What follows belongs to an exercise in optimizing a design on an open flow for a short achievable clock period and few clock cycles; a production flow would make more cautious choices.
Only simulation tests tie the RTL to the original design; equivalence was not proved.
No activity file was given, so power comes from the tool's default toggle rates.

== run 1 ==
Design single_cycle_cpu, start of the top module:
module single_cycle_cpu (
    input  logic        clk,
    input  logic        rst,
    output logic [31:0] imem_addr,
    input  logic [31:0] imem_rdata,
    output logic [31:0] dmem_addr,
    output logic [63:0] dmem_wdata,
    output logic        dmem_we,
    input  logic [63:0] dmem_rdata
);
==> flow/config.mk <==
export PLATFORM = sky130hd
export DESIGN_NAME = single_cycle_cpu
export DESIGN_NICKNAME = single_cycle_cpu
export VERILOG_FILES = /design/flow/design.v
export SDC_FILE = /design/flow/constraint.sdc
export NUM_CORES = 8
export LEC_CHECK = 0
export CAP_MARGIN = 30
export CORE_MARGIN = 2
export CORE_UTILIZATION = 50
export PLACE_DENSITY = 0.6
export SLEW_MARGIN = 30
export SYNTH_HIERARCHICAL = 1
export SYNTH_MINIMUM_KEEP_SIZE = 0
==> flow/constraint.sdc <==
create_clock -name core_clock -period 11.0 [get_ports {clk}]
set_input_delay 2.2000 -clock core_clock [delete_from_list [all_inputs] [get_ports {clk}]]
set_output_delay 2.2000 -clock core_clock [all_outputs]
set_load 0.01 [all_outputs]
standard.sh (not shown) runs the stock make flow with config.mk's settings and CLKGATE_MAP_FILE= SYNTH_SCRIPT=/design/flow/synth_recipe.tcl, a recipe that flattens the netlist after the stock synthesis.
==> flow/flow/run.sh <==
#!/bin/bash
set -euo pipefail
bash standard.sh ADDER_MAP_FILE= SETUP_SLACK_MARGIN=7 TNS_END_PERCENT=5 \
    "BUFFER_PORTS_ARGS=-buffer_cell sky130_fd_sc_hd__buf_4" \
    "IO_CONSTRAINTS=$PWD/flow/io.tcl" finish > run_make.log 2>&1
==> flow/flow/io.tcl <==
# Port placement: the data memory bus on the top edge, the instruction
# memory bus on the bottom edge, clock (near the middle) and reset on the left edge.
set_io_pin_constraint -pin_names {dmem_addr[*] dmem_wdata[*] dmem_we dmem_rdata[*]} -region top:*
set_io_pin_constraint -pin_names {imem_addr[*] imem_rdata[*]} -region bottom:*
set_io_pin_constraint -pin_names {clk} -region left:270-310
set_io_pin_constraint -pin_names {rst} -region left:*
Run 1 | status: complete | timing, DRC, antenna: pass
Testbench counts of run 1, summed over its fixed seeds: cycles 93,454.
For run 2, these inputs were changed with respect to run 1:
- CORE_UTILIZATION changed from 50 to 55
- PLACE_DENSITY changed from 0.6 to 0.65
==> run summary <==
- Run 2 finished end to end and its layout was clean on timing, DRC and antenna.
- | placeable core region | higher: run 1 |
- When run 2 is set beside run 1, its number of vias per cell turns out to be 2.1% larger.
- Run 2 — total of plain and repair buffers excluding clock buffers 185 lower, run 1 as reference
- Row starting density of the core: run 2 higher / run 1 lower
- Capture point of the critical path = t_d[1]: run 2; capture point of the critical path = vp[0]: run 1

* * *

== build 28 ==
single_cycle_cpu, a different RTL version from the one above (not shown whole).
Size: ~24,000 cells after synthesis, ~240,000 µm² of cells after synthesis.
==> flow/config.mk <==
export PLATFORM = sky130hd
export DESIGN_NAME = single_cycle_cpu
export DESIGN_NICKNAME = single_cycle_cpu
export VERILOG_FILES = /design/flow/design.v
export SDC_FILE = /design/flow/constraint.sdc
export NUM_CORES = 8
export LEC_CHECK = 0
export CAP_MARGIN = 40
export CORE_MARGIN = 2
export CORE_UTILIZATION = 50
export PLACE_DENSITY = 0.6
export SLEW_MARGIN = 60
export SYNTH_HIERARCHICAL = 1
export SYNTH_MINIMUM_KEEP_SIZE = 0
==> flow/constraint.sdc <==
create_clock -name core_clock -period 11.0 [get_ports {clk}]
set_input_delay 2.2000 -clock core_clock [delete_from_list [all_inputs] [get_ports {clk}]]
set_output_delay 2.2000 -clock core_clock [all_outputs]
set_load 0.01 [all_outputs]
Scripts as last shown in full above: flow/flow/run.sh, flow/flow/io.tcl
Build 28 reached the end of the flow, and the finished layout is clean on the timing, DRC and antenna checks.
Testbench counts of build 28, summed over its fixed seeds: cycles 97,783.
--- input diff build 28..build 30 ---
- SLEW_MARGIN now 30, was 60
- CAP_MARGIN now 30, was 40
==> comparison <==
- Relative to build 28, first-pass iteration count of the detailed router has decreased by 1 in build 30.
- Per the comparison of build 30 with build 28, routed length on met2 went down by 0.98%; wire length on met3 went up by 1.7%; clock power was more or less identical; synthesized cell area was more or less identical; met2 demand-to-capacity share in global routing went down by 0.45 points.
- Shortest clock period the worst path allows after layout: build 30 and build 28 compared, higher one is build 30
- Status: detailed-route wire length parity (build 30, build 28)
- Re combinational share of power: build 30 is 0.2 points down on build 28.
- Against build 28 as the reference, build 30 delivers a lower global-route met1 utilization.
- Between build 28 and build 30, the flow reports number of DRC markers in iteration 0 decreasing slightly.
--- input diff build 30..build 38 ---
- swapping 30 for 50 in CAP_MARGIN
- swapping 30 for 75 in SLEW_MARGIN
Looking at critical path's slowest cell, the maj3_2 result is from build 38; the dfxtp_4 one comes from build 30. Taking build 30 as the reference point, the met1 track demand over resource in global routing of build 38 rises by 0.27 points. Going from build 30 to build 38, number of antenna violations at the first check in global routing fell by 13%, non-filler instance count after layout moved up, final total power went up by 1.7%, area of combinational cells with multiple inputs grew by about 4%, total routed wirelength rose by 1.2%.

* * *

Setup of oak:
Another version of the RTL of single_cycle_cpu (not shown whole).
Size in the first run: about 230 I/O pins, about 250,000 um^2 of cells after synthesis.
Settings: LEC_CHECK=0, CAP_MARGIN=30, CORE_MARGIN=2, CORE_UTILIZATION=50, PLACE_DENSITY=0.6, SLEW_MARGIN=30, SYNTH_HIERARCHICAL=1, SYNTH_MINIMUM_KEEP_SIZE=0; clock period 11.0 ns.
Scripts as last shown in full above: flow/flow/run.sh, flow/flow/io.tcl
Testbench counts of oak, summed over its fixed seeds: cycles 97,954.
diff inputs: oak => pine
- SLEW_MARGIN: 30 -> 60
- CAP_MARGIN: 30 -> 40
### Flow results
- pine ran to completion and came out clean on the timing, DRC and antenna checks.
- Against oak, pine comes in 2.9 points higher on synthesis-to-finish area growth.
- pine ends up with a non-clock buffer count that is 225 higher than in oak.
- Flip-flop and latch share of the layout cell area was lower in the run labelled pine.
- | detailed placement HPWL | higher: pine |
- The number of detailed-routing iterations run before antenna repair reported for pine is smaller than that of oak by 2.
- Higher worst stage delay on the critical path goes to oak over pine.

==> static timing again, ports no longer ideal <==
How much do the figures lean on ideal ports? The routed layouts below were timed once more, with nothing changed but the port constraints. Step 1 assumes that a clkbuf_16 drives the clock port and a buf_2 every other input. Step 2 adds t to the input delays and takes it off the output delays; t is the mean of the earliest and latest rising clock arrival at the registers after step 1. Input paths then give back, and output paths get back, about the clock's delay inside the block. Slacks: no drivers / after step 1 / after step 2; pairs: no drivers / after step 1.
run	t, ns	slack for setup (ns)	worst hold slack (ns)	clock arrival spread, ns	worst data-port slew with drivers (ns)
run 1	1.228	6.136 / 6.136 / 5.010	0.307 / 0.307 / 0.307	0.121 / 0.121	0.20
run 2	1.207	5.997 / 5.997 / 4.923	0.318 / 0.318 / 0.318	0.079 / 0.079	0.28
build 28	1.175	6.649 / 6.500 / 5.325	0.326 / 0.326 / 0.326	0.070 / 0.069	0.44
build 30	1.172	6.559 / 6.469 / 5.297	0.312 / 0.312 / 0.312	0.068 / 0.068	0.48
build 38	1.195	6.537 / 6.537 / 5.376	0.323 / 0.323 / 0.323	0.072 / 0.072	0.29
oak	1.170	6.391 / 6.347 / 5.177	0.317 / 0.317 / 0.317	0.092 / 0.091	0.34
pine	1.159	6.517 / 6.517 / 5.388	0.283 / 0.283 / 0.283	0.098 / 0.098	0.32
After both steps every run listed still meets setup and hold. For build 28, which loses most, drivers alone change the setup slack by -0.149 ns; drivers and shift together by -1.324 ns.
